What follows belongs to an exercise in optimizing a design on an open flow for small area; a production flow would make more cautious choices.
Function was checked by simulation only, so behaviour that the tests miss may differ from the original.
No activity file was given, so power comes from the tool's default toggle rates.

`flow/config.mk`:
```
export PLATFORM = sky130hd
export DESIGN_NAME = qcv_rv32i_core
export DESIGN_NICKNAME = qcv_rv32i_core
export VERILOG_FILES = /design/flow/design.v
export SDC_FILE = /design/flow/constraint.sdc
export NUM_CORES = 8
export LEC_CHECK = 0
export CAP_MARGIN = 20
export CORE_MARGIN = 2
export CORE_UTILIZATION = 40
export SLEW_MARGIN = 20
export SYNTH_HIERARCHICAL = 1
export SYNTH_MINIMUM_KEEP_SIZE = 0
```
`flow/constraint.sdc`:
```
create_clock -name core_clock -period 15.0 [get_ports {clk_i}]
set_input_delay 3.0000 -clock core_clock [delete_from_list [all_inputs] [get_ports {clk_i}]]
set_output_delay 3.0000 -clock core_clock [all_outputs]
set_load 0.01 [all_outputs]
```
`flow/design.v`:
```
module qcv_fa (input a, input b, input c, output s, output co);
    assign {co, s} = a + b + c;
endmodule
module qcv_addsub (
    input  wire [31:0] a,
    input  wire [31:0] b,
    input  wire        sub,
    output wire [31:0] y,
    output wire        co
);
    localparam LO = 16;
    wire [31:0] bx = b ^ {32{sub}};
    wire [LO:0] cl;
    wire [32:LO] c0, c1;
    wire [31:LO] s0, s1;
    wire cn = ~cl[LO];
    assign cl[0] = sub;
    genvar i;
    generate
        for (i = 0; i < LO; i = i + 1) begin : g_lo
            qcv_fa u (.a(a[i]), .b(bx[i]), .c(cl[i]), .s(y[i]), .co(cl[i+1]));
        end
        assign c0[LO] = 1'b0;
        assign c1[LO] = 1'b1;
        for (i = LO; i < 32; i = i + 1) begin : g_hi
            qcv_fa u0 (.a(a[i]), .b(bx[i]), .c(c0[i]), .s(s0[i]), .co(c0[i+1]));
            qcv_fa u1 (.a(a[i]), .b(bx[i]), .c(c1[i]), .s(s1[i]), .co(c1[i+1]));
            qcv_ao22 um (.a1(cn), .b1(s0[i]), .a2(cl[LO]), .b2(s1[i]), .y(y[i]));
        end
    endgenerate
    qcv_ao22 umc (.a1(cn), .b1(c0[32]), .a2(cl[LO]), .b2(c1[32]), .y(co));
endmodule
module qcv_alu (
    input  wire [31:0] opa,
    input  wire [31:0] opb,
    input  wire        is_sub,
    input  wire [2:0]  f3,
    input  wire        ins30,
    input  wire        regimm,      
    output wire [31:0] adder,
    output reg  [31:0] res,
    output wire        eq           
);
    wire co;
    qcv_addsub u_add (.a(opa), .b(opb), .sub(is_sub), .y(adder), .co(co));
    wire sltu = ~co;
    wire slt  = (opa[31] ^ opb[31]) ? opa[31] : adder[31];
    wire [31:0] x = opa ^ opb;
    assign eq = ~|x;
    wire [4:0]  shamt = opb[4:0];
    wire        sh_left = (f3 == 3'b001);
    wire        sh_fill = ins30 & opa[31] & ~sh_left;
    wire [31:0] opa_rev, sh_l;
    genvar gi;
    generate
        for (gi = 0; gi < 32; gi = gi + 1) begin : g_rev
            assign opa_rev[gi] = opa[31-gi];
        end
    endgenerate
    wire [31:0] sh_in = sh_left ? opa_rev : opa;
    wire [63:0] sh_full = {{32{sh_fill}}, sh_in} >> shamt;
    wire [31:0] sh_r = sh_full[31:0];
    generate
        for (gi = 0; gi < 32; gi = gi + 1) begin : g_rev2
            assign sh_l[gi] = sh_r[31-gi];
        end
    endgenerate
    always @(*) begin
        res = adder;
        if (regimm) begin
            case (f3)
                3'b001: res = sh_l;
                3'b010: res = {31'b0, slt};
                3'b011: res = {31'b0, sltu};
                3'b100: res = x;
                3'b101: res = sh_r;
                3'b110: res = opa | opb;
                3'b111: res = opa & opb;
                default: res = adder;
            endcase
        end
    end
endmodule
module qcv_aoi222 (input a1, input b1, input a2, input b2, input a3, input b3, output y);
    assign y = ~((a1 & b1) | (a2 & b2) | (a3 & b3));
endmodule
module qcv_ao222 (input a1, input b1, input a2, input b2, input a3, input b3, output y);
    assign y = (a1 & b1) | (a2 & b2) | (a3 & b3);
endmodule
module qcv_ao22 (input a1, input b1, input a2, input b2, output y);
    assign y = (a1 & b1) | (a2 & b2);
endmodule
module qcv_nand2 (input a, input b, output y);
    assign y = ~(a & b);
endmodule
module qcv_or_nand4x2_nand3 (input [3:0] a, input [3:0] b, input [2:0] c, output y);
    assign y = ~(&a) | ~(&b) | ~(&c);
endmodule
module qcv_ld32 (input [31:0] d, input [31:0] q, input ld, input hold, output [31:0] y);
    genvar i;
    generate
        for (i = 0; i < 32; i = i + 1) begin : g
            qcv_ao22 u (.a1(ld), .b1(d[i]), .a2(hold), .b2(q[i]), .y(y[i]));
        end
    endgenerate
endmodule
module qcv_sel3x32 (input [31:0] a, input [31:0] b, input [31:0] c,
                    input sa, input sb, input sc, output [31:0] y);
    genvar i;
    generate
        for (i = 0; i < 32; i = i + 1) begin : g
            qcv_ao222 u (.a1(sa), .b1(a[i]), .a2(sb), .b2(b[i]), .a3(sc), .b3(c[i]), .y(y[i]));
        end
    endgenerate
endmodule
module qcv_rf_rdport (
    input  wire [991:0] rf,
    input  wire [31:1]  sel,
    output wire [31:0]  rdata
);
    genvar b, k;
    generate
        for (b = 0; b < 32; b = b + 1) begin : g_bit
            wire [10:0] n;
            for (k = 0; k < 10; k = k + 1) begin : g_grp
                qcv_aoi222 u_aoi (
                    .a1(sel[3*k+1]), .b1(rf[(3*k+0)*32+b]),
                    .a2(sel[3*k+2]), .b2(rf[(3*k+1)*32+b]),
                    .a3(sel[3*k+3]), .b3(rf[(3*k+2)*32+b]),
                    .y(n[k]));
            end
            qcv_nand2 u_last (.a(sel[31]), .b(rf[30*32+b]), .y(n[10]));
            qcv_or_nand4x2_nand3 u_or (.a(n[3:0]), .b(n[7:4]), .c(n[10:8]), .y(rdata[b]));
        end
    endgenerate
endmodule
module qcv_csr_rdmux (
    input  wire [9*32-1:0] d,
    input  wire [8:0]      s,
    input  wire            s_misa,
    output wire [31:0]     y
);
    genvar b;
    generate
        for (b = 0; b < 32; b = b + 1) begin : g_bit
            wire [2:0] n;
            qcv_aoi222 u0 (.a1(s[0]), .b1(d[0*32+b]), .a2(s[1]), .b2(d[1*32+b]), .a3(s[2]), .b3(d[2*32+b]), .y(n[0]));
            qcv_aoi222 u1 (.a1(s[3]), .b1(d[3*32+b]), .a2(s[4]), .b2(d[4*32+b]), .a3(s[5]), .b3(d[5*32+b]), .y(n[1]));
            qcv_aoi222 u2 (.a1(s[6]), .b1(d[6*32+b]), .a2(s[7]), .b2(d[7*32+b]), .a3(s[8]), .b3(d[8*32+b]), .y(n[2]));
            if (b == 30 || b == 8) begin : g_misa
                assign y[b] = ~(n[0] & n[1] & n[2]) | s_misa;
            end else begin : g_plain
                assign y[b] = ~(n[0] & n[1] & n[2]);
            end
        end
    endgenerate
endmodule
module qcv_rv32i_core (
    input  wire        clk_i,
    input  wire        rst_ni,
    input  wire [31:0] hart_id_i,
    input  wire [31:0] boot_addr_i,
    output wire        instr_req_o,
    input  wire        instr_gnt_i,
    input  wire        instr_rvalid_i,
    output wire [31:0] instr_addr_o,
    input  wire [31:0] instr_rdata_i,
    input  wire        instr_err_i,
    output wire        data_req_o,
    input  wire        data_gnt_i,
    input  wire        data_rvalid_i,
    output wire        data_we_o,
    output wire [3:0]  data_be_o,
    output wire [31:0] data_addr_o,
    output wire [31:0] data_wdata_o,
    input  wire [31:0] data_rdata_i,
    input  wire        data_err_i,
    output wire        irq_pending_o,
    output wire        core_busy_o
);
    reg  [31:0] fifo_rdata0, fifo_rdata1;
    reg  [31:0] fifo_addr0, fifo_addr1;
    reg         fifo_err0, fifo_err1;
    reg         fifo_valid0, fifo_valid1;
    reg         fifo_wptr_q, fifo_rptr_q;
    reg  [1:0]  fifo_cnt_q;
    reg  [31:0] fetch_addr_q;
    reg  [1:0]  sd0;
    reg         sd1;
    reg         outst0, outst1;
    reg         disc0, disc1;
    reg         id_valid_q;
    reg         id_clr_q;       
    reg  [31:0] id_instr_q;
    reg  [31:0] id_pc_q;
    reg         id_ferr_q;
    reg         rst_req_q;
    reg         id_fsm_q;
    reg         ls_gnt_q;       
    reg         ls_rv_q;        
    reg  [29:0] ls_addr_q;
    reg  [3:0]  ls_be_q;
    reg  [31:0] ls_wdata_q;
    reg         ls_we_q;
    reg  [1:0]  ls_type_q;
    reg         ls_sign_q;
    reg  [1:0]  ls_off_q;
    reg  [31:0] ls_rdata_q;
    reg  [31:0] mstatus_q;
    reg  [31:0] mie_q, mip_q, mscratch_q, mcause_q, mtval_q;
    reg  [31:1] mepc_q;
    reg  [31:2] mtvec_hi_q;
    reg         mtvec_lo_q;
    reg         mie_v, mip_v, mscratch_v, mcause_v, mtval_v, mepc_v;
    reg  [991:0] rf_q;
    reg  [31:1]  rf_v;
    wire [31:0] ins = id_instr_q;
    wire [6:0]  opcode = ins[6:0];
    wire [4:0]  rd     = ins[11:7];
    wire [2:0]  f3     = ins[14:12];
    wire [4:0]  rs1    = ins[19:15];
    wire [4:0]  rs2    = ins[24:20];
    wire [6:0]  f7     = ins[31:25];
    wire op_lui    = (opcode == 7'b0110111);
    wire op_auipc  = (opcode == 7'b0010111);
    wire op_jal    = (opcode == 7'b1101111);
    wire op_jalr   = (opcode == 7'b1100111);
    wire op_branch = (opcode == 7'b1100011);
    wire op_load   = (opcode == 7'b0000011);
    wire op_store  = (opcode == 7'b0100011);
    wire op_imm    = (opcode == 7'b0010011);
    wire op_reg    = (opcode == 7'b0110011);
    wire op_misc   = (opcode == 7'b0001111);
    wire op_system = (opcode == 7'b1110011);
    wire f7_zero = (f7 == 7'b0000000);
    wire f7_alt  = (f7 == 7'b0100000);
    wire sys_f3_csr = op_system & (f3[1:0] != 2'b00);    
    reg illegal_dec;
    always @(*) begin
        illegal_dec = 1'b0;
        if (op_load)  illegal_dec = (f3 == 3'b011) | (f3[2] & f3[1]);
        else if (op_store) illegal_dec = f3[2] | (f3[1] & f3[0]);
        else if (op_imm) begin
            if (f3 == 3'b001) illegal_dec = ~f7_zero;
            else if (f3 == 3'b101) illegal_dec = ~(f7_zero | f7_alt);
        end
        else if (op_reg) begin
            if (f3 == 3'b000 || f3 == 3'b101) illegal_dec = ~(f7_zero | f7_alt);
            else illegal_dec = ~f7_zero;
        end
        else if (op_system) begin
            if (f3 == 3'b100) illegal_dec = 1'b1;
            else if (f3 == 3'b000)
                illegal_dec = ~((ins[31:20] == 12'h000) | (ins[31:20] == 12'h001) |
                                (ins[31:20] == 12'h302) | (ins[31:20] == 12'h7b2) |
                                (ins[31:20] == 12'h105));
        end
        else if (!(op_lui | op_auipc | op_jal | op_jalr | op_branch | op_misc))
            illegal_dec = 1'b1;
    end
    wire data_req_dec = op_load | op_store;
    wire jump_dec     = op_jal | op_jalr | (op_misc & (f3 == 3'b001));
    wire use_rs1 = op_jalr | op_branch | op_load | op_store | op_imm | op_reg |
                   (op_system & ~f3[2] & (f3[1:0] != 2'b00));
    wire use_rs2 = op_branch | op_store | op_reg;
    wire [4:0] raddr_a = use_rs1 ? rs1 : 5'd0;
    wire [4:0] raddr_b = use_rs2 ? rs2 : 5'd0;
    wire wr_class = op_lui | op_auipc | op_jal | op_jalr | op_load | op_imm | op_reg | sys_f3_csr;
    wire [4:0] waddr = (wr_class & ~id_clr_q) ? rd : 5'd0;
    wire [31:0] rf_wdata;
    wire        rf_we;
    wire [31:0] rf_rdata_a, rf_rdata_b;
    wire [31:1] sel_a, sel_b, rf_wen;
    genvar gi;
    generate
        for (gi = 1; gi < 32; gi = gi + 1) begin : g_rf
            assign sel_a[gi]  = (raddr_a == gi) & rf_v[gi];
            assign sel_b[gi]  = (raddr_b == gi) & rf_v[gi];
            assign rf_wen[gi] = rf_we & (waddr == gi);
            wire [31:0] d;
            qcv_ld32 u_ld (.d(rf_wdata), .q(rf_q[gi*32-32 +: 32]), .ld(rf_wen[gi]), .hold(~rf_wen[gi]), .y(d));
            always @(posedge clk_i) rf_q[gi*32-32 +: 32] <= d;
            always @(posedge clk_i or negedge rst_ni) begin
                if (!rst_ni) rf_v[gi] <= 1'b0;
                else if (rf_wen[gi]) rf_v[gi] <= 1'b1;
            end
        end
    endgenerate
    qcv_rf_rdport u_rd_a (.rf(rf_q), .sel(sel_a), .rdata(rf_rdata_a));
    qcv_rf_rdport u_rd_b (.rf(rf_q), .sel(sel_b), .rdata(rf_rdata_b));
    wire ls_store_done  = ls_gnt_q & data_gnt_i & ls_we_q;
    wire lsu_rvalid     = ls_rv_q & data_rvalid_i;
    wire lsu_resp_valid = lsu_rvalid | ls_store_done;
    wire load_err  = lsu_rvalid & data_err_i;
    wire store_err = ls_store_done & data_err_i;
    wire exc_any   = id_ferr_q | illegal_dec | load_err | store_err;
    wire exc_det   = id_valid_q & exc_any;
    wire stall_id  = id_fsm_q & ~lsu_resp_valid;
    wire do_stall  = stall_id | exc_det;
    wire executing = id_valid_q & ~do_stall;
    wire [31:0] imm_i = {{20{ins[31]}}, ins[31:20]};
    wire [31:0] imm_s = {{20{ins[31]}}, ins[31:25], ins[11:7]};
    wire [31:0] imm_u = {ins[31:12], 12'b0};
    wire [31:0] imm_j = {{12{ins[31]}}, ins[19:12], ins[20], ins[30:21], 1'b0};
    wire use_imm_i = op_jalr | op_load | op_imm;
    reg  [31:0] imm;
    always @(*) begin
        imm = 32'b0;
        if (use_imm_i) imm = imm_i;
        else if (op_store) imm = imm_s;
        else if (op_lui | op_auipc) imm = imm_u;
        else if (op_jal) imm = imm_j;
    end
    wire sel_pc   = op_auipc | op_jal | op_jalr;
    wire op_b_imm = op_lui | op_auipc | op_jal | op_jalr | op_load | op_store | op_imm;
    wire [31:0] opa;
    qcv_ld32 u_opa (.d(id_pc_q), .q(rf_rdata_a), .ld(sel_pc), .hold(~sel_pc), .y(opa));
    wire [31:0] opb = op_b_imm ? imm : rf_rdata_b;
    wire alu_regimm = op_imm | op_reg;
    wire is_sub = op_branch | (op_reg & (f3 == 3'b000) & ins[30]) |
                  (alu_regimm & (f3[2:1] == 2'b01));
    wire [31:0] adder, alu_res;
    wire        ops_eq;
    qcv_alu u_alu (.opa(opa), .opb(opb), .is_sub(is_sub), .f3(f3), .ins30(ins[30]),
                   .regimm(alu_regimm), .adder(adder), .res(alu_res), .eq(ops_eq));
    wire br_cond = (f3 == 3'b000) ? ops_eq :
                   (f3 == 3'b001) ? ~ops_eq :
                   (f3 == 3'b101) | (f3 == 3'b111);
    wire take     = (op_branch & br_cond) | jump_dec;
    wire do_flush = id_valid_q & (exc_any | (~do_stall & take));
    wire [11:0] caddr = ins[31:20];
    wire a_mstatus  = (caddr == 12'h300);
    wire a_misa     = (caddr == 12'h301);
    wire a_mie      = (caddr == 12'h304);
    wire a_mtvec    = (caddr == 12'h305);
    wire a_mscratch = (caddr == 12'h340);
    wire a_mepc     = (caddr == 12'h341);
    wire a_mcause   = (caddr == 12'h342);
    wire a_mtval    = (caddr == 12'h343);
    wire a_mip      = (caddr == 12'h344);
    wire a_mhartid  = (caddr == 12'hF14);
    wire [31:0] mtvec_q = {mtvec_hi_q, 1'b0, mtvec_lo_q};
    wire [31:0] csr_rdata;
    qcv_csr_rdmux u_csr_rd (
        .d({hart_id_i, mip_q, mtval_q, mcause_q, {mepc_q, 1'b0}, mscratch_q, mtvec_q, mie_q, mstatus_q}),
        .s({a_mhartid, a_mip & mip_v, a_mtval & mtval_v, a_mcause & mcause_v, a_mepc & mepc_v,
            a_mscratch & mscratch_v, a_mtvec, a_mie & mie_v, a_mstatus}),
        .s_misa(a_misa),
        .y(csr_rdata));
    wire [31:0] csr_wsrc = f3[2] ? {27'b0, rs1} : rf_rdata_a;
    wire csr_wr_op  = (f3[1:0] == 2'b01) | ((f3[1:0] != 2'b00) & (rs1 != 5'd0));
    wire csr_rw_ok  = a_mstatus | a_mie | a_mtvec | a_mscratch | a_mepc | a_mcause | a_mtval | a_mip;
    wire csr_we     = executing & op_system & csr_wr_op & csr_rw_ok;
    wire [31:0] csr_wdata = (f3[1:0] == 2'b01) ? csr_wsrc :
                            (f3[1:0] == 2'b10) ? (csr_rdata | csr_wsrc) :
                                                 (csr_rdata & ~csr_wsrc);
    wire [2:0] exc_cause = id_ferr_q ? 3'd1 : illegal_dec ? 3'd2 : load_err ? 3'd5 : 3'd7;
    wire we_mstatus  = csr_we & a_mstatus;
    wire we_mie      = csr_we & a_mie;
    wire we_mip      = csr_we & a_mip;
    wire we_mscratch = csr_we & a_mscratch;
    wire we_mtvec    = csr_we & a_mtvec;
    wire we_mepc     = csr_we & a_mepc;
    wire we_mcause   = csr_we & a_mcause;
    wire we_mtval    = csr_we & a_mtval;
    wire [31:0] mstatus_d, mstatus_t;
    qcv_ld32 u_ms (.d(csr_wdata), .q(mstatus_q), .ld(we_mstatus), .hold(~we_mstatus), .y(mstatus_t));
    assign mstatus_d = {mstatus_t[31:13], mstatus_t[12:11] | {2{exc_det}}, mstatus_t[10:8],
                        exc_det ? mstatus_q[3] : mstatus_t[7], mstatus_t[6:4],
                        mstatus_t[3] & ~exc_det, mstatus_t[2:0]};
    always @(posedge clk_i or negedge rst_ni) begin
        if (!rst_ni) mstatus_q <= 32'b0;
        else mstatus_q <= mstatus_d;
    end
    wire [31:0] mie_d, mip_d, mscratch_d, mtval_d, mcause_d, mepc_d, mtvec_d;
    qcv_ld32 u_mie (.d(csr_wdata), .q(mie_q), .ld(we_mie), .hold(~we_mie), .y(mie_d));
    qcv_ld32 u_mip (.d(csr_wdata), .q(mip_q), .ld(we_mip), .hold(~we_mip), .y(mip_d));
    qcv_ld32 u_mscr (.d(csr_wdata), .q(mscratch_q), .ld(we_mscratch), .hold(~we_mscratch), .y(mscratch_d));
    qcv_sel3x32 u_mtval (.a(id_pc_q), .b(csr_wdata), .c(mtval_q),
                         .sa(exc_det), .sb(we_mtval), .sc(~(exc_det | we_mtval)), .y(mtval_d));
    qcv_sel3x32 u_mepc (.a(id_pc_q), .b(csr_wdata), .c({mepc_q, 1'b0}),
                        .sa(exc_det), .sb(we_mepc), .sc(~(exc_det | we_mepc)), .y(mepc_d));
    wire [31:0] mcause_t;
    qcv_ld32 u_mcause (.d(csr_wdata), .q(mcause_q), .ld(we_mcause), .hold(~(exc_det | we_mcause)), .y(mcause_t));
    assign mcause_d = {mcause_t[31:3], mcause_t[2:0] | (exc_det ? exc_cause : 3'b000)};
    qcv_sel3x32 u_mtvec (.a({boot_addr_i[31:2], 2'b00}), .b(csr_wdata), .c(mtvec_q),
                         .sa(rst_req_q), .sb(we_mtvec), .sc(~(rst_req_q | we_mtvec)), .y(mtvec_d));
    always @(posedge clk_i) begin
        mie_q      <= mie_d;
        mip_q      <= mip_d;
        mscratch_q <= mscratch_d;
        mtval_q    <= mtval_d;
        mepc_q     <= mepc_d[31:1];
        mcause_q   <= mcause_d;
        mtvec_hi_q <= mtvec_d[31:2];
        mtvec_lo_q <= mtvec_d[0];
    end
    always @(posedge clk_i or negedge rst_ni) begin
        if (!rst_ni) begin
            mie_v <= 1'b0; mip_v <= 1'b0; mscratch_v <= 1'b0;
            mepc_v <= 1'b0; mcause_v <= 1'b0; mtval_v <= 1'b0;
        end else begin
            if (we_mie) mie_v <= 1'b1;
            if (we_mip) mip_v <= 1'b1;
            if (we_mscratch) mscratch_v <= 1'b1;
            if (exc_det | we_mepc)   mepc_v   <= 1'b1;
            if (exc_det | we_mcause) mcause_v <= 1'b1;
            if (exc_det | we_mtval)  mtval_v  <= 1'b1;
        end
    end
    wire rf_we_lsu = lsu_rvalid & ~data_err_i;
    wire rf_we_id  = executing & wr_class & ~op_load;
    assign rf_we   = rf_we_id | rf_we_lsu;
    qcv_sel3x32 u_wb (.a(ls_rdata_q), .b(csr_rdata), .c(alu_res),
                      .sa(rf_we_lsu), .sb(~rf_we_lsu & op_system), .sc(~rf_we_lsu & ~op_system),
                      .y(rf_wdata));
    always @(posedge clk_i or negedge rst_ni) begin
        if (!rst_ni) id_fsm_q <= 1'b0;
        else if (do_flush) id_fsm_q <= 1'b0;
        else id_fsm_q <= id_fsm_q ? lsu_resp_valid : (executing & data_req_dec);
    end
    wire lsu_req = executing & data_req_dec & ~id_fsm_q;
    wire ls_idle = ~ls_gnt_q & ~ls_rv_q;
    wire [1:0] ls_type = (f3[1:0] == 2'b00) ? 2'b01 : (f3[1:0] == 2'b01) ? 2'b10 : 2'b11;
    wire [1:0] aoff = adder[1:0];
    wire [3:0] be_calc = (ls_type == 2'b01) ? (4'b0001 << aoff) :
                         (ls_type == 2'b10) ? (4'b0011 << aoff) : 4'b1111;
    always @(posedge clk_i or negedge rst_ni) begin
        if (!rst_ni) begin
            ls_gnt_q <= 1'b0;
            ls_rv_q  <= 1'b0;
        end else begin
            if (ls_idle) ls_gnt_q <= lsu_req;
            else if (ls_gnt_q & data_gnt_i) begin
                ls_gnt_q <= 1'b0;
                ls_rv_q  <= ~ls_we_q;
            end else if (ls_rv_q & data_rvalid_i) ls_rv_q <= 1'b0;
        end
    end
    wire [31:0] ls_wd_new = rf_rdata_b << {aoff, 3'b000};
    wire [31:0] ls_wdata_d, ls_addr_d, ls_misc_d;
    qcv_ld32 u_ls_wd (.d(ls_wd_new), .q(ls_wdata_q), .ld(ls_idle), .hold(~ls_idle), .y(ls_wdata_d));
    qcv_ld32 u_ls_ad (.d({2'b00, adder[31:2]}), .q({2'b00, ls_addr_q}), .ld(ls_idle), .hold(~ls_idle), .y(ls_addr_d));
    qcv_ld32 u_ls_mi (.d({21'b0, be_calc, op_store, ls_type, ~f3[2], aoff}),
                      .q({21'b0, ls_be_q, ls_we_q, ls_type_q, ls_sign_q, ls_off_q}),
                      .ld(ls_idle), .hold(~ls_idle), .y(ls_misc_d));
    always @(posedge clk_i) begin
        ls_wdata_q <= ls_wdata_d;
        ls_addr_q  <= ls_addr_d[29:0];
        {ls_be_q, ls_we_q, ls_type_q, ls_sign_q, ls_off_q} <= ls_misc_d[10:0];
    end
    wire [31:0] rsh = data_rdata_i >> {ls_off_q, 3'b000};
    wire [31:0] ld_val = (ls_type_q == 2'b01) ? {{24{ls_sign_q & rsh[7]}}, rsh[7:0]} :
                         (ls_type_q == 2'b10) ? {{16{ls_sign_q & rsh[15]}}, rsh[15:0]} :
                         data_rdata_i;
    wire [31:0] ls_rdata_d;
    qcv_ld32 u_ls_rd (.d(ld_val), .q(ls_rdata_q), .ld(lsu_rvalid), .hold(~lsu_rvalid), .y(ls_rdata_d));
    always @(posedge clk_i or negedge rst_ni) begin
        if (!rst_ni) ls_rdata_q <= 32'b0;
        else ls_rdata_q <= ls_rdata_d;
    end
    assign data_req_o   = ls_gnt_q;
    assign data_addr_o  = {ls_addr_q, 2'b00};
    assign data_be_o    = ls_be_q;
    assign data_wdata_o = ls_wdata_q;
    assign data_we_o    = ls_we_q;
    wire branch   = do_flush;
    wire id_ready = ~do_stall;
    wire fifo_empty = (fifo_cnt_q == 2'b00);
    wire fifo_full  = (fifo_cnt_q == 2'b10);
    wire fifo_pop   = ~fifo_empty & id_ready;
    wire fifo_push  = instr_rvalid_i & ~disc0;
    wire [31:0] push_addr = {fetch_addr_q[31:2] - {28'b0, sd0}, fetch_addr_q[1:0]};
    wire mem_req_ok = ~fifo_full & ~outst1;
    wire do_fetch   = mem_req_ok & instr_gnt_i;
    assign instr_req_o  = mem_req_ok;
    assign instr_addr_o = fetch_addr_q;
    always @(posedge clk_i or negedge rst_ni) begin
        if (!rst_ni) begin
            fifo_valid0 <= 1'b0;
            fifo_valid1 <= 1'b0;
            fifo_wptr_q <= 1'b0;
            fifo_rptr_q <= 1'b0;
            fifo_cnt_q  <= 2'b00;
        end else if (branch) begin
            fifo_valid0 <= 1'b0;
            fifo_valid1 <= 1'b0;
            fifo_wptr_q <= 1'b0;
            fifo_rptr_q <= 1'b0;
            fifo_cnt_q  <= 2'b00;
        end else begin
            fifo_wptr_q <= fifo_wptr_q ^ fifo_push;
            fifo_rptr_q <= fifo_rptr_q ^ fifo_pop;
            if (fifo_push & ~fifo_pop) fifo_cnt_q <= fifo_cnt_q + 2'd1;
            else if (~fifo_push & fifo_pop) fifo_cnt_q <= fifo_cnt_q - 2'd1;
            if (fifo_pop & ~fifo_rptr_q) fifo_valid0 <= 1'b0;
            else if (fifo_push & ~fifo_wptr_q) fifo_valid0 <= 1'b1;
            if (fifo_pop & fifo_rptr_q) fifo_valid1 <= 1'b0;
            else if (fifo_push & fifo_wptr_q) fifo_valid1 <= 1'b1;
        end
    end
    wire push0 = fifo_push & ~fifo_wptr_q;
    wire push1 = fifo_push & fifo_wptr_q;
    wire [31:0] f_rdata0_d, f_rdata1_d, f_addr0_d, f_addr1_d, f_err_d;
    qcv_ld32 u_fd0 (.d(instr_rdata_i), .q(fifo_rdata0), .ld(push0), .hold(~push0), .y(f_rdata0_d));
    qcv_ld32 u_fd1 (.d(instr_rdata_i), .q(fifo_rdata1), .ld(push1), .hold(~push1), .y(f_rdata1_d));
    qcv_ld32 u_fa0 (.d(push_addr), .q(fifo_addr0), .ld(push0), .hold(~push0), .y(f_addr0_d));
    qcv_ld32 u_fa1 (.d(push_addr), .q(fifo_addr1), .ld(push1), .hold(~push1), .y(f_addr1_d));
    always @(posedge clk_i) begin
        fifo_rdata0 <= f_rdata0_d;
        fifo_rdata1 <= f_rdata1_d;
        fifo_addr0  <= f_addr0_d;
        fifo_addr1  <= f_addr1_d;
        if (push0) fifo_err0 <= instr_err_i;
        if (push1) fifo_err1 <= instr_err_i;
    end
    wire f_valid = (fifo_rptr_q ? fifo_valid1 : fifo_valid0) & ~fifo_empty;
    wire f_err   = fifo_rptr_q ? fifo_err1 : fifo_err0;
    wire [31:0] br_target, fetch_addr_d;
    wire        s_br  = branch;
    wire        s_inc = do_fetch & ~branch;
    qcv_ld32 u_tgt (.d(mtvec_q), .q(adder), .ld(exc_det), .hold(~exc_det), .y(br_target));
    qcv_sel3x32 u_fetch (.a(br_target), .b(fetch_addr_q + 32'd4), .c(fetch_addr_q),
                         .sa(s_br), .sb(s_inc), .sc(~(s_br | s_inc)), .y(fetch_addr_d));
    always @(posedge clk_i or negedge rst_ni) begin
        if (!rst_ni) fetch_addr_q <= 32'b0;
        else fetch_addr_q <= fetch_addr_d;
    end
    always @(posedge clk_i or negedge rst_ni) begin
        if (!rst_ni) begin
            outst0 <= 1'b0; outst1 <= 1'b0;
            disc0  <= 1'b0; disc1  <= 1'b0;
            sd0 <= 2'd0;
            sd1 <= 1'b0;
        end else begin
            if (do_fetch) begin
                sd0 <= {sd1, ~sd1};
                sd1 <= 1'b1;
            end else if (instr_rvalid_i) begin
                sd0 <= {1'b0, sd1};
            end
            if (branch) begin
                outst0 <= 1'b0; outst1 <= 1'b0;
                disc0  <= 1'b1; disc1  <= 1'b1;
            end else begin
                if (instr_rvalid_i | do_fetch) begin
                    outst0 <= outst1;
                    disc0  <= disc1;
                end
                if (do_fetch) begin
                    outst1 <= 1'b1;
                    disc1  <= 1'b0;
                end else if (~instr_rvalid_i) begin
                    outst1 <= outst0 & outst1;
                end else begin
                    outst1 <= 1'b0;
                end
            end
        end
    end
    wire id_load = ~branch & id_ready & f_valid;
    wire id_ld0  = id_load & ~fifo_rptr_q;
    wire id_ld1  = id_load & fifo_rptr_q;
    always @(posedge clk_i or negedge rst_ni) begin
        if (!rst_ni) begin
            id_valid_q <= 1'b0;
            id_clr_q   <= 1'b1;
            rst_req_q  <= 1'b1;
        end else begin
            rst_req_q <= 1'b0;
            if (branch) begin
                id_valid_q <= 1'b0;
                id_clr_q   <= 1'b1;
            end else if (id_ready) begin
                id_valid_q <= f_valid;
                if (f_valid) id_clr_q <= 1'b0;
            end
        end
    end
    wire [31:0] id_instr_d, id_pc_d;
    qcv_sel3x32 u_id_i (.a(fifo_rdata0), .b(fifo_rdata1), .c(id_instr_q),
                        .sa(id_ld0), .sb(id_ld1), .sc(~id_load), .y(id_instr_d));
    qcv_sel3x32 u_id_p (.a(fifo_addr0), .b(fifo_addr1), .c(id_pc_q),
                        .sa(id_ld0), .sb(id_ld1), .sc(~id_load), .y(id_pc_d));
    always @(posedge clk_i) begin
        id_instr_q <= id_instr_d;
        id_pc_q    <= id_pc_d;
        if (id_load) id_ferr_q <= f_err;
    end
    assign core_busy_o   = outst0 | outst1 | mem_req_ok | ls_gnt_q | ls_rv_q;
    assign irq_pending_o = 1'b0;
endmodule
```
`flow/run.sh`:
```
#!/bin/bash
# synth_recipe.tcl (not shown) runs the flow's synth.tcl, then flattens the netlist and writes it again
# the make line also repeats each setting of config.mk as NAME=value (left out here)
make -C /OpenROAD-flow-scripts/flow DESIGN_CONFIG=/design/flow/config.mk WORK_HOME=/design/flow/orfs CLKGATE_MAP_FILE= SYNTH_SCRIPT=/design/flow/synth_recipe.tcl finish
```
==> summary.txt, run 1 <==
Setup crit start kind - register
Ports - 241
WP data arrival - 14.72 ns
Routed WL per cell - 37.6 µm
CP Capture Point - rf_q[252]$_DFF_P_
Die Y-Extent - 428 µm
Vias per cell - 7.50
Area occupied by multi-input gates - 36500 µm²
Clock latency on the worst-skew pair - 0.84 ns
Die area - 183000 µm²
CTS resizes - 0
PortBufs - 235
Fillcell total - 16300
CP peak stage delay - 0.68 ns
Final Power - 11900 µW
Dpl ws - 1.36 ns
YS warnings - 10
Crit path from - id_instr_q[4]$_DFF_P_
Fmax achieved - 0.0716 GHz
Layout overhead on the synthesized area - 18.4%
Crit-path max FO - 31
Total GRT Usage - 0.378
First-pass GRT wire length - 505000 µm
Routed WL - 361000 µm
Fin cells - 9594
Synthesized area - 71800 µm²
Lkg Pwr - 0.0342 µW
Critical Path Sink Type - register
HP Class - register to register
Die Width - 428 µm
Clk sinks - 1633
Max reg flops - 992
Crit Path Class - register to register
Power per cell area - 140 nW/µm²
Slew Limit Fails - 0
Switching pwr - 3790 µW
Relative slew margins - 0.101
# DRC - 0
Largest net degree at the start of global routing - 73
CTS tree - yes
RSZ-0062 raised after global routing - false
Logic pwr share - 0.189
Vias in the first global route - 66300
Fin util - 0.477
Worst Reg-to-Reg Cells - 36
Setup violators final - 0
Worst EP required - 15.76 ns
MaxCap Viol Count - 0
Crit Reg-Reg Startpoint - id_instr_q[4]$_DFF_P_
CTS Root Cell - clkbuf_16
Synth Instances - 6500
Reg-to-reg slack, setup - 1.04 ns
Routed vias - 71900
Buffer count from post-CTS setup fixing - 0
Row Count - 155
Max Clock Skew - 0.0350 ns
Reg power frac - 0.435
Post-layout net count - 7347
Min Tclk post-route - 13.96 ns
DP Wirelength - 236000 µm
Largest Register - rf_q
Initial drt markers - 15700
Sw Share - 0.320
Setup tns final - 0 ns
H-tree levels - 4
Register Area - 33500 µm²
CTS Buf Count - 173
Reg-to-Reg End - rf_q[252]$_DFF_P_
Share of cells above drive strength 1 - 0.108
Area of the core - 178000 µm²
Slowest cell on the critical path - fa_1
Final Hold Viols - 0
TritonRoute pass-1 iters - 12
Final Cycle Share - 0.931
Cell repeated most along the worst path - fa_1
Slew @ Worst Pin - 1.35 ns
Status - complete, no violations
Clock power share - 0.376
Most frequent cells in the layout - a22o_1 (1479), dfxtp_1 (1475), a222oi_1 (960)
CTS Hold Bufs - 0
Commonest non-fill, non-tap cell in the layout - a22o_1
Placed cell count - 9256
Post-route ant nets - 0
Initial antenna violation count - 21
Clock Pin Slew Worst Setup and Hold Paths - 0.06 ns
Worst ir drop on vdd - 0.105 mV
Mean post-synth cell area - 11.0 µm²
Final WS setup - 1.04 ns
Routability cong. - 0.986
Bufs on Longest Clock Path - 3
Total gr overflow - 0
Initial Util - 0.402
Pint - 8070 µW
area by class of cell:
class,instances,area share
Tap cell,2355,0.0347
Timing Repair Buffer,568,0.0581
Clock inverter,67,0.00895
Inverter,335,0.0148
Clock buffer,252,0.0598
Sequential cell,1633,0.394
Multi-Input combinational cell,4375,0.430
Antenna cell,9,0.000265
critical path: cells and delay by family, from the launching register on:
family,cells,cell delay [ns]
AOI/OAI and AO/OA,9,3.19
adders and majority gates,15,6.45
buffers and inverters,5,1.22
DFF,1,0.67
and+or+nand+nor,7,2.26
stage by stage:
| step | hold slack [ns] | cell area [µm²] |
|---|---|---|
| after floorplan | 0.425 | 71800 |
| after global placement | 0.440 | 79000 |
| after detailed placement | 0.446 | 79100 |
| after CTS | 0.462 | 84900 |
| after global routing | 0.477 | 85000 |
| final | 0.462 | 85000 |
per-layer routing:
layer	track usage	up-vias	routed length [µm]
met2	0.556	5957	152000
met4	0.279	10	32900
li1	-	29200	-
met1	0.464	35500	128000
met3	0.118	1294	48700
met5	0	-	73
power by group through the flow:
stage	Clock, µW	Combinational, µW	Sequential [µW]
detailed placement	0	2170	5230
CTS	4480	2190	5140
global placement	0	2140	5220
finish	4460	2240	5160
global route	4660	2370	5190
floorplan	0	1360	5020
worst min-delay path by stage:
stage                                 from                endpoint  depth (start not counted)
floorplan                mip_v$_DFFE_PN0P_       mip_v$_DFFE_PN0P_                          1
CTS                 mscratch_v$_DFFE_PN0P_  mscratch_v$_DFFE_PN0P_                          1
global route         ls_addr_q[20]$_DFF_P_   ls_addr_q[20]$_DFF_P_                          1
finish              mscratch_v$_DFFE_PN0P_  mscratch_v$_DFFE_PN0P_                          1
global placement    mscratch_v$_DFFE_PN0P_  mscratch_v$_DFFE_PN0P_                          1
detailed placement  mscratch_v$_DFFE_PN0P_  mscratch_v$_DFFE_PN0P_                          1
==> run 2, diff against run 1 <==
==> flow/flow/run.sh (new file) <==
#!/bin/bash
# Own layout flow: the standard ORFS flow (standard.sh) with three changes:
#  - synthesis maps logic with an area-oriented ABC script (flow/abc_area.script);
#    everything else in synthesis, including the registers, is the standard flow's own
#  - port buffers use the smallest buffer cell
#  - clock tree synthesis inserts no dummy loads and uses larger sink clusters
# Each tool's full output is in orfs/logs/; make's output is in own_flow.log.
set -uo pipefail
W=$(pwd)
F=$W/flow
sed "s|source \$::env(SCRIPTS_DIR)/synth.tcl|source $W/own_synth.tcl|" synth_recipe.tcl > own_synth_recipe.tcl
sed "s|^source \$::env(SCRIPTS_DIR)/synth_preamble.tcl\$|source \$::env(SCRIPTS_DIR)/synth_preamble.tcl\nset abc_args [lreplace \$abc_args 1 1 $F/abc_area.script]|" \
    "$FLOW_HOME/scripts/synth.tcl" > own_synth.tcl
if ! grep -q "own_synth.tcl" own_synth_recipe.tcl || ! grep -q "abc_area.script" own_synth.tcl; then
    echo "could not patch the synthesis script" > own_flow.log
    exit 1
fi
bash standard.sh \
    "SYNTH_SCRIPT=$W/own_synth_recipe.tcl" \
    "BUFFER_PORTS_ARGS=-buffer_cell sky130_fd_sc_hd__buf_1" \
    "CTS_ARGS=-sink_clustering_enable -repair_clock_nets -dont_use_dummy_load -sink_clustering_size 30 -sink_clustering_max_diameter 100" \
    finish > own_flow.log 2>&1
==> flow/flow/abc_area.script (new file) <==
strash
ifraig
scorr
dc2
strash
dch -f
amap
topo
==> flow/standard.sh (new file) <==
#!/bin/bash
# synth_recipe.tcl (not shown) runs the flow's synth.tcl, then flattens the netlist and writes it again
# the make line also repeats each setting of config.mk as NAME=value (left out here)
make -C /OpenROAD-flow-scripts/flow DESIGN_CONFIG=/design/flow/config.mk WORK_HOME=/design/flow/orfs CLKGATE_MAP_FILE= SYNTH_SCRIPT=/design/flow/synth_recipe.tcl "${@:-finish}"
removed: flow/run.sh
==> summary.txt, run 2 <==
Reg-to-Reg End - rf_q[736]$_DFF_P_
Reg-to-reg slack, setup - 0.62 ns (-0.42 ns)
Setup tns final - 0 ns (unchanged)
Setup crit start kind - register
Most frequent cells in the layout - dfxtp_1 (1478), a22o_1 (1470), a222oi_1 (959)
CTS tree - yes
Commonest non-fill, non-tap cell in the layout - dfxtp_1
Crit path from - id_instr_q[3]$_DFF_P_
CTS Hold Bufs - 0 (unchanged)
Largest Register - rf_q
Synthesized area - 69000 µm² (-3.9%)
WP data arrival - 15.02 ns (+0.30 ns)
Post-route ant nets - 0 (unchanged)
Post-layout net count - 7286 (-0.83%)
Crit-path max FO - 31 (unchanged)
Slew Limit Fails - 0 (unchanged)
Routed vias - 69900 (-2.8%)
Total GRT Usage - 0.377 (-0.00117)
H-tree levels - 3 (-1)
Worst EP required - 15.65 ns (-0.11 ns)
Power per cell area - 125 nW/µm² (-10%)
HP Class - register to register
Final Cycle Share - 0.958 (+0.0278)
Share of cells above drive strength 1 - 0.0770 (-0.0311)
Ports - 241 (unchanged)
Mean post-synth cell area - 10.8 µm² (-2.3%)
Initial antenna violation count - 19 (-9.5%)
Routed WL - 347000 µm (-3.9%)
Layout overhead on the synthesized area - 12.8%
Status - complete, no violations
Fillcell total - 16300 (-0.48%)
Setup violators final - 0 (unchanged)
Max Clock Skew - 0.126 ns (+0.0913 ns)
Relative slew margins - 0.161 (+0.0599)
MaxCap Viol Count - 0 (unchanged)
Final Hold Viols - 0 (unchanged)
Slew @ Worst Pin - 1.25 ns (-0.0945 ns)
Clk sinks - 1633 (unchanged)
Total gr overflow - 0 (unchanged)
Die Y-Extent - 419 µm (-2.0%)
Slowest cell on the critical path - o21ai_1
Bufs on Longest Clock Path - 3 (unchanged)
CTS Root Cell - clkbuf_16
Worst ir drop on vdd - 0.120 mV (+15%)
DP Wirelength - 232000 µm (-1.5%)
TritonRoute pass-1 iters - 14 (+2)
Die Width - 419 µm (-2.0%)
Vias in the first global route - 63600 (-4.0%)
CTS Buf Count - 70 (-60%)
Area of the core - 172000 µm² (-3.9%)
Crit Reg-Reg Startpoint - id_instr_q[3]$_DFF_P_
Routability cong. - 1.01 (+2.6%)
Row Count - 152 (-1.9%)
# DRC - 0 (unchanged)
Initial drt markers - 15100 (-3.6%)
Initial Util - 0.402 (about the same)
Vias per cell - 7.49 (about the same)
Synth Instances - 6393 (-1.6%)
Cell repeated most along the worst path - fa_1
Lkg Pwr - 0.0279 µW (-18%)
Clock Pin Slew Worst Setup and Hold Paths - 0.12 ns (+0.06 ns)
PortBufs - 235 (unchanged)
Ant diodes - 0 (-9)
CP peak stage delay - 0.47 ns (-0.21 ns)
Final Power - 9730 µW (-18%)
CP Capture Point - rf_q[736]$_DFF_P_
Fmax achieved - 0.0696 GHz (-2.9%)
Min Tclk post-route - 14.38 ns (+0.418 ns)
Routed WL per cell - 37.2 µm (-1.2%)
Clock latency on the worst-skew pair - 0.77 ns (-0.07 ns)
Worst Reg-to-Reg Cells - 48 (+33%)
Max reg flops - 992 (unchanged)
Critical Path Sink Type - register
Largest net degree at the start of global routing - 67 (-8.2%)
First-pass GRT wire length - 484000 µm (-4.2%)
Crit Path Class - register to register
YS warnings - 10 (unchanged)
Die area - 176000 µm² (-3.9%)
RSZ-0062 raised after global routing - false
## run 2: how the worst min path moves through the flow
stage	start	to	cells after the start
global route	mepc_v$_DFFE_PN0P_	mepc_v$_DFFE_PN0P_	1
floorplan	mepc_v$_DFFE_PN0P_	mepc_v$_DFFE_PN0P_	1
global placement	mtval_q[30]$_DFF_P_	mtval_q[30]$_DFF_P_	2
detailed placement	mtval_v$_DFFE_PN0P_	mtval_v$_DFFE_PN0P_	1
CTS	fifo_addr0[4]$_DFF_P_	id_pc_q[4]$_DFF_P_	2
finish	fifo_addr0[4]$_DFF_P_	id_pc_q[4]$_DFF_P_	2
## run 2: layer usage
metal / up-vias / share of wire / global-route usage
li1: 28700 / - / -
met1: 34300 / 0.38 / 0.507
met2: 5816 / 0.40 / 0.522
met3: 1052 / 0.15 / 0.134
met4: 20 / 0.066 / 0.201
met5: - / 0.00048 / 0.00194
## run 2: area by class of cell
cell class              count  area [µm²]  share of cell area
repair buffers            558        3330              0.0428
well taps                2310        2890              0.0371
flip-flops and latches   1633       33500               0.430
clock buffers              70        1750              0.0225
multi-input cells        4213       34300               0.441
inverters                 549        2070              0.0266
## run 2: through the flow
step | std cells | util | hold slack (ns) | cell area, µm² | setup slack (ns)
finish | 9333 | 0.454 | 0.452 | 77800 | 0.623
global route | 9333 | 0.454 | 0.480 | 77800 | 0.183
CTS | 9330 | 0.453 | 0.444 | 77800 | 0.439
detailed placement | 9260 | 0.443 | 0.442 | 76000 | 0.478
global placement | 9260 | 0.443 | 0.441 | 76000 | 0.703
floorplan | 6400 | - | 0.424 | 69300 | 0.00408
## run 2: critical path, delay by kind of cell (launching register included)
| family | cells | cell delay [ns] |
|---|---|---|
| fa+ha+maj | 16 | 6.75 |
| compound gates | 10 | 2.71 |
| simple gates | 14 | 2.61 |
| buf+inv | 8 | 1.80 |
| flops | 1 | 0.39 |
## run 2: report_power, final
part	internal, µW	total, µW	switching (µW)	leakage, µW
Combinational	668	2270	1600	0.0132
Clock	846	2290	1450	0.000863
Sequential	4760	5170	411	0.0139
Total	6270	9730	3460	0.0279
## run 2: repair_timing
item                                    CTS  global route
endpoints found under the setup margin    0            97
setup buffers                             0             2
endpoints found under the hold margin     0             0
resized for setup                         0             3
==> run 3, diff against run 2 <==
--- a/flow/design.v
+++ b/flow/design.v
@@ -201,3 +201,2 @@
     reg  [29:0] ls_addr_q;
-    reg  [3:0]  ls_be_q;
     reg  [31:0] ls_wdata_q;
@@ -213,3 +212,3 @@
     reg         mtvec_lo_q;
-    reg         mie_v, mip_v, mscratch_v, mcause_v, mtval_v, mepc_v;
+    reg         mstatus_v, mie_v, mip_v, mscratch_v, mcause_v, mtval_v, mepc_v;
     reg  [991:0] rf_q;
@@ -346,3 +345,3 @@
         .s({a_mhartid, a_mip & mip_v, a_mtval & mtval_v, a_mcause & mcause_v, a_mepc & mepc_v,
-            a_mscratch & mscratch_v, a_mtvec, a_mie & mie_v, a_mstatus}),
+            a_mscratch & mscratch_v, a_mtvec, a_mie & mie_v, a_mstatus & mstatus_v}),
         .s_misa(a_misa),
@@ -366,10 +365,8 @@
     wire [31:0] mstatus_d, mstatus_t;
-    qcv_ld32 u_ms (.d(csr_wdata), .q(mstatus_q), .ld(we_mstatus), .hold(~we_mstatus), .y(mstatus_t));
+    qcv_ld32 u_ms (.d(csr_wdata), .q(mstatus_q), .ld(we_mstatus),
+                   .hold(~we_mstatus & ~(exc_det & ~mstatus_v)), .y(mstatus_t));
     assign mstatus_d = {mstatus_t[31:13], mstatus_t[12:11] | {2{exc_det}}, mstatus_t[10:8],
-                        exc_det ? mstatus_q[3] : mstatus_t[7], mstatus_t[6:4],
+                        exc_det ? (mstatus_v & mstatus_q[3]) : mstatus_t[7], mstatus_t[6:4],
                         mstatus_t[3] & ~exc_det, mstatus_t[2:0]};
-    always @(posedge clk_i or negedge rst_ni) begin
-        if (!rst_ni) mstatus_q <= 32'b0;
-        else mstatus_q <= mstatus_d;
-    end
+    always @(posedge clk_i) mstatus_q <= mstatus_d;
     wire [31:0] mie_d, mip_d, mscratch_d, mtval_d, mcause_d, mepc_d, mtvec_d;
@@ -399,2 +396,3 @@
         if (!rst_ni) begin
+            mstatus_v <= 1'b0;
             mie_v <= 1'b0; mip_v <= 1'b0; mscratch_v <= 1'b0;
@@ -402,2 +400,3 @@
         end else begin
+            if (exc_det | we_mstatus) mstatus_v <= 1'b1;
             if (we_mie) mie_v <= 1'b1;
@@ -425,4 +424,2 @@
     wire [1:0] aoff = adder[1:0];
-    wire [3:0] be_calc = (ls_type == 2'b01) ? (4'b0001 << aoff) :
-                         (ls_type == 2'b10) ? (4'b0011 << aoff) : 4'b1111;
     always @(posedge clk_i or negedge rst_ni) begin
@@ -443,4 +440,4 @@
     qcv_ld32 u_ls_ad (.d({2'b00, adder[31:2]}), .q({2'b00, ls_addr_q}), .ld(ls_idle), .hold(~ls_idle), .y(ls_addr_d));
-    qcv_ld32 u_ls_mi (.d({21'b0, be_calc, op_store, ls_type, ~f3[2], aoff}),
-                      .q({21'b0, ls_be_q, ls_we_q, ls_type_q, ls_sign_q, ls_off_q}),
+    qcv_ld32 u_ls_mi (.d({25'b0, op_store, ls_type, ~f3[2], aoff}),
+                      .q({25'b0, ls_we_q, ls_type_q, ls_sign_q, ls_off_q}),
                       .ld(ls_idle), .hold(~ls_idle), .y(ls_misc_d));
@@ -449,3 +446,3 @@
         ls_addr_q  <= ls_addr_d[29:0];
-        {ls_be_q, ls_we_q, ls_type_q, ls_sign_q, ls_off_q} <= ls_misc_d[10:0];
+        {ls_we_q, ls_type_q, ls_sign_q, ls_off_q} <= ls_misc_d[6:0];
     end
@@ -463,3 +460,4 @@
     assign data_addr_o  = {ls_addr_q, 2'b00};
-    assign data_be_o    = ls_be_q;
+    assign data_be_o    = (ls_type_q == 2'b01) ? (4'b0001 << ls_off_q) :
+                          (ls_type_q == 2'b10) ? (4'b0011 << ls_off_q) : 4'b1111;
     assign data_wdata_o = ls_wdata_q;
--- a/flow/flow/run.sh
+++ b/flow/flow/run.sh
@@ -20,3 +20,3 @@
     "BUFFER_PORTS_ARGS=-buffer_cell sky130_fd_sc_hd__buf_1" \
-    "CTS_ARGS=-sink_clustering_enable -repair_clock_nets -dont_use_dummy_load -sink_clustering_size 30 -sink_clustering_max_diameter 100" \
+    "CTS_ARGS=-sink_clustering_enable -repair_clock_nets -dont_use_dummy_load -sink_clustering_size 25 -sink_clustering_max_diameter 90" \
     finish > own_flow.log 2>&1
--- a/flow/config.mk
+++ b/flow/config.mk
@@ -7,6 +7,7 @@
 export LEC_CHECK = 0
-export CAP_MARGIN = 20
+export CAP_MARGIN = 10
 export CORE_MARGIN = 2
 export CORE_UTILIZATION = 40
-export SLEW_MARGIN = 20
+export PLACE_DENSITY = 0.72
+export SLEW_MARGIN = 10
 export SYNTH_HIERARCHICAL = 1
==> summary.txt, run 3 <==
Status - complete, no violations
WP data arrival - 15.37 ns (+0.35 ns)
Die Y-Extent - 419 µm (about the same)
Routability cong. - 1.03 (+1.7%)
Routed vias - 71100 (+1.7%)
CTS Buf Count - 83 (+19%)
CTS Root Cell - clkbuf_16
Ports - 241 (unchanged)
Lkg Pwr - 0.0277 µW (-0.75%)
Initial Util - 0.402 (about the same)
Final Hold Viols - 0 (unchanged)
RSZ-0062 raised after global routing - false
Power per cell area - 128 nW/µm² (+2.7%)
CTS tree - yes
Mean post-synth cell area - 10.7 µm² (-0.59%)
CP peak stage delay - 0.78 ns (+0.31 ns)
Total GRT Usage - 0.366 (-0.0103)
Worst ir drop on vdd - 0.174 mV (+45%)
Max reg flops - 992 (unchanged)
DP Wirelength - 217000 µm (-6.8%)
TritonRoute pass-1 iters - 14 (unchanged)
Synthesized area - 68900 µm² (-0.18%)
Crit Reg-Reg Startpoint - id_instr_q[2]$_DFF_P_
Crit Path Class - register to register
MaxCap Viol Count - 0 (unchanged)
Routed WL per cell - 36.3 µm (-2.3%)
# DRC - 0 (unchanged)
Fin util - 0.454 (about the same)
Fillcell total - 16000 (-1.4%)
Setup violators final - 0 (unchanged)
Worst EP required - 15.67 ns (+0.02 ns)
Slew Limit Fails - 0 (unchanged)
Max Clock Skew - 0.118 ns (-0.00833 ns)
Relative slew margins - 0.0827 (-0.0785)
Area of the core - 171000 µm² (-0.11%)
CP Capture Point - rf_q[93]$_DFF_P_
Slew @ Worst Pin - 1.37 ns (+0.115 ns)
Largest net degree at the start of global routing - 109 (+63%)
Critical Path Sink Type - register
Placed cell count - 9239 (-0.23%)
Commonest non-fill, non-tap cell in the layout - dfxtp_1
Slowest cell on the critical path - clkinvlp_4
Bufs on Longest Clock Path - 3 (unchanged)
Row Count - 152 (unchanged)
Largest Register - rf_q
Worst Reg-to-Reg Cells - 40 (-17%)
Crit path from - id_instr_q[2]$_DFF_P_
Crit-path max FO - 20 (-35%)
Final Cycle Share - 0.980 (+0.0216)
Clk sinks - 1630 (-0.18%)
Initial drt markers - 16700 (+10%)
Routed WL - 339000 µm (-2.4%)
HP Class - register to register
Post-route ant nets - 0 (unchanged)
Post-layout net count - 7279 (-0.096%)
Setup crit start kind - register
Vias in the first global route - 65300 (+2.7%)
Vias per cell - 7.62 (+1.7%)
Reg-to-Reg End - rf_q[93]$_DFF_P_
Reg-to-reg slack, setup - 0.30 ns (-0.32 ns)
Fin cells - 9329 (-0.043%)
YS warnings - 10 (unchanged)
Min Tclk post-route - 14.70 ns (+0.323 ns)
Setup tns final - 0 ns (unchanged)
Fmax achieved - 0.0680 GHz (-2.2%)
PortBufs - 235 (unchanged)
Share of cells above drive strength 1 - 0.0743 (-0.00277)
Initial antenna violation count - 11 (-8)
Clock Pin Slew Worst Setup and Hold Paths - 0.10 ns (-0.02 ns)
First-pass GRT wire length - 475000 µm (-1.7%)
Cell repeated most along the worst path - fa_1
Die Width - 419 µm (about the same)
Layout overhead on the synthesized area - 12.9%
Most frequent cells in the layout - dfxtp_1 (1506), a22o_1 (1464), a222oi_1 (958)
Die area - 176000 µm² (-0.18%)
Total gr overflow - 0 (unchanged)
H-tree levels - 3 (unchanged)
Synth Instances - 6419 (+0.41%)
Clock latency on the worst-skew pair - 0.80 ns (+0.03 ns)
==> run 3: cell type report <==
| class | count | area, µm² | share of cell area |
|---|---|---|---|
| Antenna cell | 3 | 7.51 | 0.0000965 |
| Clock buffer | 83 | 2080 | 0.0267 |
| Inverter | 566 | 2130 | 0.0274 |
| Multi-Input combinational cell | 4225 | 34400 | 0.442 |
| Sequential cell | 1630 | 33300 | 0.428 |
| Tap cell | 2310 | 2890 | 0.0372 |
| Timing Repair Buffer | 512 | 3060 | 0.0393 |
==> run 3: what timing repair did <==
item,CTS,global route
gates resized for setup,0,3
endpoints found under the hold margin,0,0
hold buffers,0,0
setup buffers,0,3
endpoints found under the setup margin,0,527
==> run 3: per-stage QoR <==
step	hold WS [ns]	total power, µW	setup slack, ns	instance area, µm²
final	0.459	9990	0.300	77800
after detailed placement	0.446	7510	0.166	75700
after global routing	0.476	10300	0.0568	77800
after CTS	0.452	9840	0.116	77800
after floorplan	0.424	6430	0.158	69200
after global placement	0.443	7460	0.217	75700
==> run 3: critical path, delay by kind of cell (launching register included) <==
family	cells	cell delay, ns
AOI/OAI and AO/OA	7	2.79
DFF	1	0.36
buffers and inverters	7	2.43
adders and majority gates	15	6.19
and+or+nand+nor	11	2.87
==> run 3: how the worst min path moves through the flow <==
stage                                      from            endpoint  slack [ns]  cells after the start
after floorplan              mepc_v$_DFFE_PN0P_  mepc_v$_DFFE_PN0P_        0.42                      1
after global placement       mepc_q[16]$_DFF_P_  mepc_q[16]$_DFF_P_        0.44                      2
after detailed placement     mtval_q[8]$_DFF_P_  mtval_q[8]$_DFF_P_        0.45                      2
after CTS                 fifo_addr0[7]$_DFF_P_  id_pc_q[7]$_DFF_P_        0.45                      2
after global routing      fifo_addr0[7]$_DFF_P_  id_pc_q[7]$_DFF_P_        0.48                      2
final                     fifo_addr0[7]$_DFF_P_  id_pc_q[7]$_DFF_P_        0.46                      2
==> run 3: where the power goes <==
| part | internal [µW] | switching (µW) | total, µW |
|---|---|---|---|
| registers | 4740 | 395 | 5130 |
| clock network | 988 | 1440 | 2430 |
| logic | 699 | 1720 | 2420 |
==> run 3: routing by layer <==
layer / GRT usage / share of wire
met3: 0.125 / 0.15
met5: 0.0119 / 0.00072
met1: 0.448 / 0.34
met2: 0.520 / 0.40
met4: 0.296 / 0.10
==> run 4, diff against run 3 <==
--- a/flow/config.mk
+++ b/flow/config.mk
@@ -7,7 +7,6 @@
 export LEC_CHECK = 0
-export CAP_MARGIN = 10
+export CAP_MARGIN = 20
 export CORE_MARGIN = 2
 export CORE_UTILIZATION = 40
-export PLACE_DENSITY = 0.72
-export SLEW_MARGIN = 10
+export SLEW_MARGIN = 20
 export SYNTH_HIERARCHICAL = 1
==> summary.txt, run 4 <==
Die Y-Extent - 419 µm (unchanged)
Routability cong. - 1.01 (-2.1%)
# DRC - 0 (unchanged)
Initial Util - 0.402 (unchanged)
DP Wirelength - 230000 µm (+6.4%)
Slowest cell on the critical path - a222oi_1
Mean post-synth cell area - 10.7 µm² (unchanged)
Post-layout net count - 7301 (+0.30%)
HP Class - register to register
Min Tclk post-route - 14.72 ns (+0.0249 ns)
Fillcell total - 16200 (+1.3%)
Largest net degree at the start of global routing - 70 (-36%)
Total gr overflow - 0 (unchanged)
Setup tns final - 0 ns (unchanged)
Routed WL per cell - 37.0 µm (+1.8%)
Post-route ant nets - 0 (unchanged)
Hold_sp - fifo_addr1[13]$_DFF_P_
Reg-to-reg slack, setup - 0.28 ns (-0.02 ns)
Area occupied by multi-input gates - 34400 µm² (about the same)
Final Power - 10000 µW (+0.31%)
Clock Pin Slew Worst Setup and Hold Paths - 0.10 ns (about the same)
Synthesized area - 68900 µm² (unchanged)
Lkg Pwr - 0.0278 µW (+0.36%)
Hold endpoint - id_pc_q[13]$_DFF_P_
CTS Hold Bufs - 0 (unchanged)
Max reg flops - 992 (unchanged)
Vias per cell - 7.45 (-2.2%)
RSZ-0062 raised after global routing - false
Max Clock Skew - 0.106 ns (-0.0123 ns)
Worst EP required - 15.67 ns (about the same)
Layout overhead on the synthesized area - 13.2%
Commonest non-fill, non-tap cell in the layout - dfxtp_1
Cell repeated most along the worst path - fa_1
Register Area - 33300 µm² (unchanged)
Crit Path Class - register to register
Die area - 176000 µm² (unchanged)
Initial antenna violation count - 21 (+10)
Reg-to-Reg End - rf_q[914]$_DFF_P_
Clock latency on the worst-skew pair - 0.79 ns (about the same)
WP data arrival - 15.39 ns (+0.02 ns)
Final Hold Viols - 0 (unchanged)
Worst ir drop on vdd - 0.145 mV (-17%)
Relative slew margins - 0.164 (+0.0818)
PortBufs - 235 (unchanged)
CP peak stage delay - 0.81 ns (+0.03 ns)
Ports - 241 (unchanged)
Worst Reg-to-Reg Cells - 37 (-7.5%)
Fmax achieved - 0.0679 GHz (-0.17%)
Dpl ws - -0.0108 ns (-0.176 ns)
Row Count - 152 (unchanged)
CTS Buf Count - 85 (+2.4%)
Bufs on Longest Clock Path - 3 (unchanged)
Final WS setup - 0.275 ns (-0.0249 ns)
Initial drt markers - 15500 (-6.8%)
H-tree levels - 3 (unchanged)
Crit Reg-Reg Startpoint - id_instr_q[2]$_DFF_P_
Power per cell area - 128 nW/µm² (about the same)
TritonRoute pass-1 iters - 14 (unchanged)
YS warnings - 10 (unchanged)
Slew Limit Fails - 0 (unchanged)
Status - complete, no violations
Crit-path max FO - 20 (unchanged)
Setup violators final - 0 (unchanged)
Routed WL - 346000 µm (+2.1%)
Synth Instances - 6419 (unchanged)
Most frequent cells in the layout - dfxtp_1 (1506), a22o_1 (1464), a222oi_1 (958)
MaxCap Viol Count - 0 (unchanged)
Area of the core - 171000 µm² (unchanged)
WHS Path Cells - 2 (unchanged)
Slew @ Worst Pin - 1.24 ns (-0.128 ns)
Final Cycle Share - 0.982 (+0.00166)
Share of cells above drive strength 1 - 0.0759 (+0.00161)
Setup crit start kind - register
Largest Register - rf_q
Vias in the first global route - 63600 (-2.7%)
CTS tree - yes
First-pass GRT wire length - 484000 µm (+1.9%)
Critical Path Sink Type - register
Total GRT Usage - 0.376 (+0.00996)
Routed vias - 69700 (-1.9%)
Die Width - 419 µm (unchanged)
Clk sinks - 1630 (unchanged)
CTS Root Cell - clkbuf_16
==> run 4: report_power, final <==
group / internal (µW) / switching (µW) / total (µW)
Combinational: 702 / 1700 / 2400
Sequential: 4740 / 393 / 5130
Clock: 1010 / 1470 / 2490
Total: 6450 / 3570 / 10000
==> run 4: layout make-up <==
class                      instances  share of cell area
multi-input combinational       4225               0.441
sequential                      1630               0.427
timing repair buffer             532              0.0409
tap                             2310              0.0371
inverter                         566              0.0273
clock buffer                      85              0.0273
antenna                            6            0.000193
==> run 4: routing by layer <==
layer | GRT usage | vias to the layer above | share of wire
li1 | - | 28700 | -
met1 | 0.495 | 34300 | 0.38
met2 | 0.541 | 5686 | 0.41
met3 | 0.111 | 1036 | 0.14
met4 | 0.229 | 26 | 0.076
met5 | 0 | - | 0.00050
==> run 4: repair_timing <==
item,4_1_cts,5_1_grt
endpoints found under the hold margin,0,0
setup buffers,0,3
resized for setup,1,4
pin swaps,0,0
endpoints found under the setup margin,12,131
==> run 4: worst max-delay path by stage <==
stage / startpoint / to / slack, ns / cells past startpoint
floorplan: id_instr_q[3]$_DFF_P_ / rf_q[480]$_DFF_P_ / 0.16 / 44
global placement: id_instr_q[3]$_DFF_P_ / rf_q[882]$_DFF_P_ / 0.02 / 42
detailed placement: id_instr_q[2]$_DFF_P_ / rf_q[626]$_DFF_P_ / -0.01 / 42
CTS: id_instr_q[2]$_DFF_P_ / rf_q[448]$_DFF_P_ / 0.24 / 48
global route: id_instr_q[2]$_DFF_P_ / rf_q[448]$_DFF_P_ / 0.05 / 47
finish: id_instr_q[2]$_DFF_P_ / rf_q[914]$_DFF_P_ / 0.28 / 37
==> run 4: per-stage QoR <==
stage | instance area (µm²) | instances | hold slack (ns) | util
final | 78000 | 9354 | 0.450 | 0.455
after CTS | 77900 | 9343 | 0.446 | 0.454
after floorplan | 69200 | 6426 | 0.424 | -
after detailed placement | 75700 | 9258 | 0.444 | 0.442
after global placement | 75700 | 9258 | 0.442 | 0.442
after global routing | 78000 | 9348 | 0.467 | 0.455
==> run 4: worst max-delay path, delay by kind of cell (launching register included) <==
kind / cells / cell delay [ns]
fa+ha+maj: 14 / 6.09
simple gates: 12 / 3.68
buf+inv: 4 / 1.55
flops: 1 / 0.37
compound gates: 7 / 2.94

## separate check: timing with driven ports
The flow's constraints put no driver on any port. The routed layouts listed below were extracted and timed again, unchanged, in two steps. Step 1 (the two cells are an assumption about what drives the block):
set clk [get_ports {clk_i}]
set_driving_cell -lib_cell sky130_fd_sc_hd__clkbuf_16 $clk
set_driving_cell -lib_cell sky130_fd_sc_hd__buf_2 [delete_from_list [all_inputs] $clk]
Step 2 moves the port delays by t, midway between the first and last clock arrival at a register: inputs arrive t later, outputs are due t later. That takes back most of the time a late clock gives input paths. Three values: ideal, step 1, step 2; two values: the first two.
| run | shift t [ns] | setup slack, ns | worst setup path after step 2 | latest minus earliest clock arrival (ns) | worst slew at a driven data input, ns |
|---|---|---|---|---|---|
| run 1 | 0.917 | 1.041 / 1.041 / 1.041 | register to register | 0.035 / 0.035 | 0.06 |
| run 2 | 0.790 | 0.623 / 0.623 / 0.623 | register to register | 0.127 / 0.127 | 0.07 |
| run 3 | 0.827 | 0.300 / 0.300 / 0.300 | register to register | 0.118 / 0.118 | 0.05 |
| run 4 | 0.819 | 0.275 / 0.275 / 0.275 | register to register | 0.105 / 0.105 | 0.12 |
After both steps setup and hold are still met in every run listed.
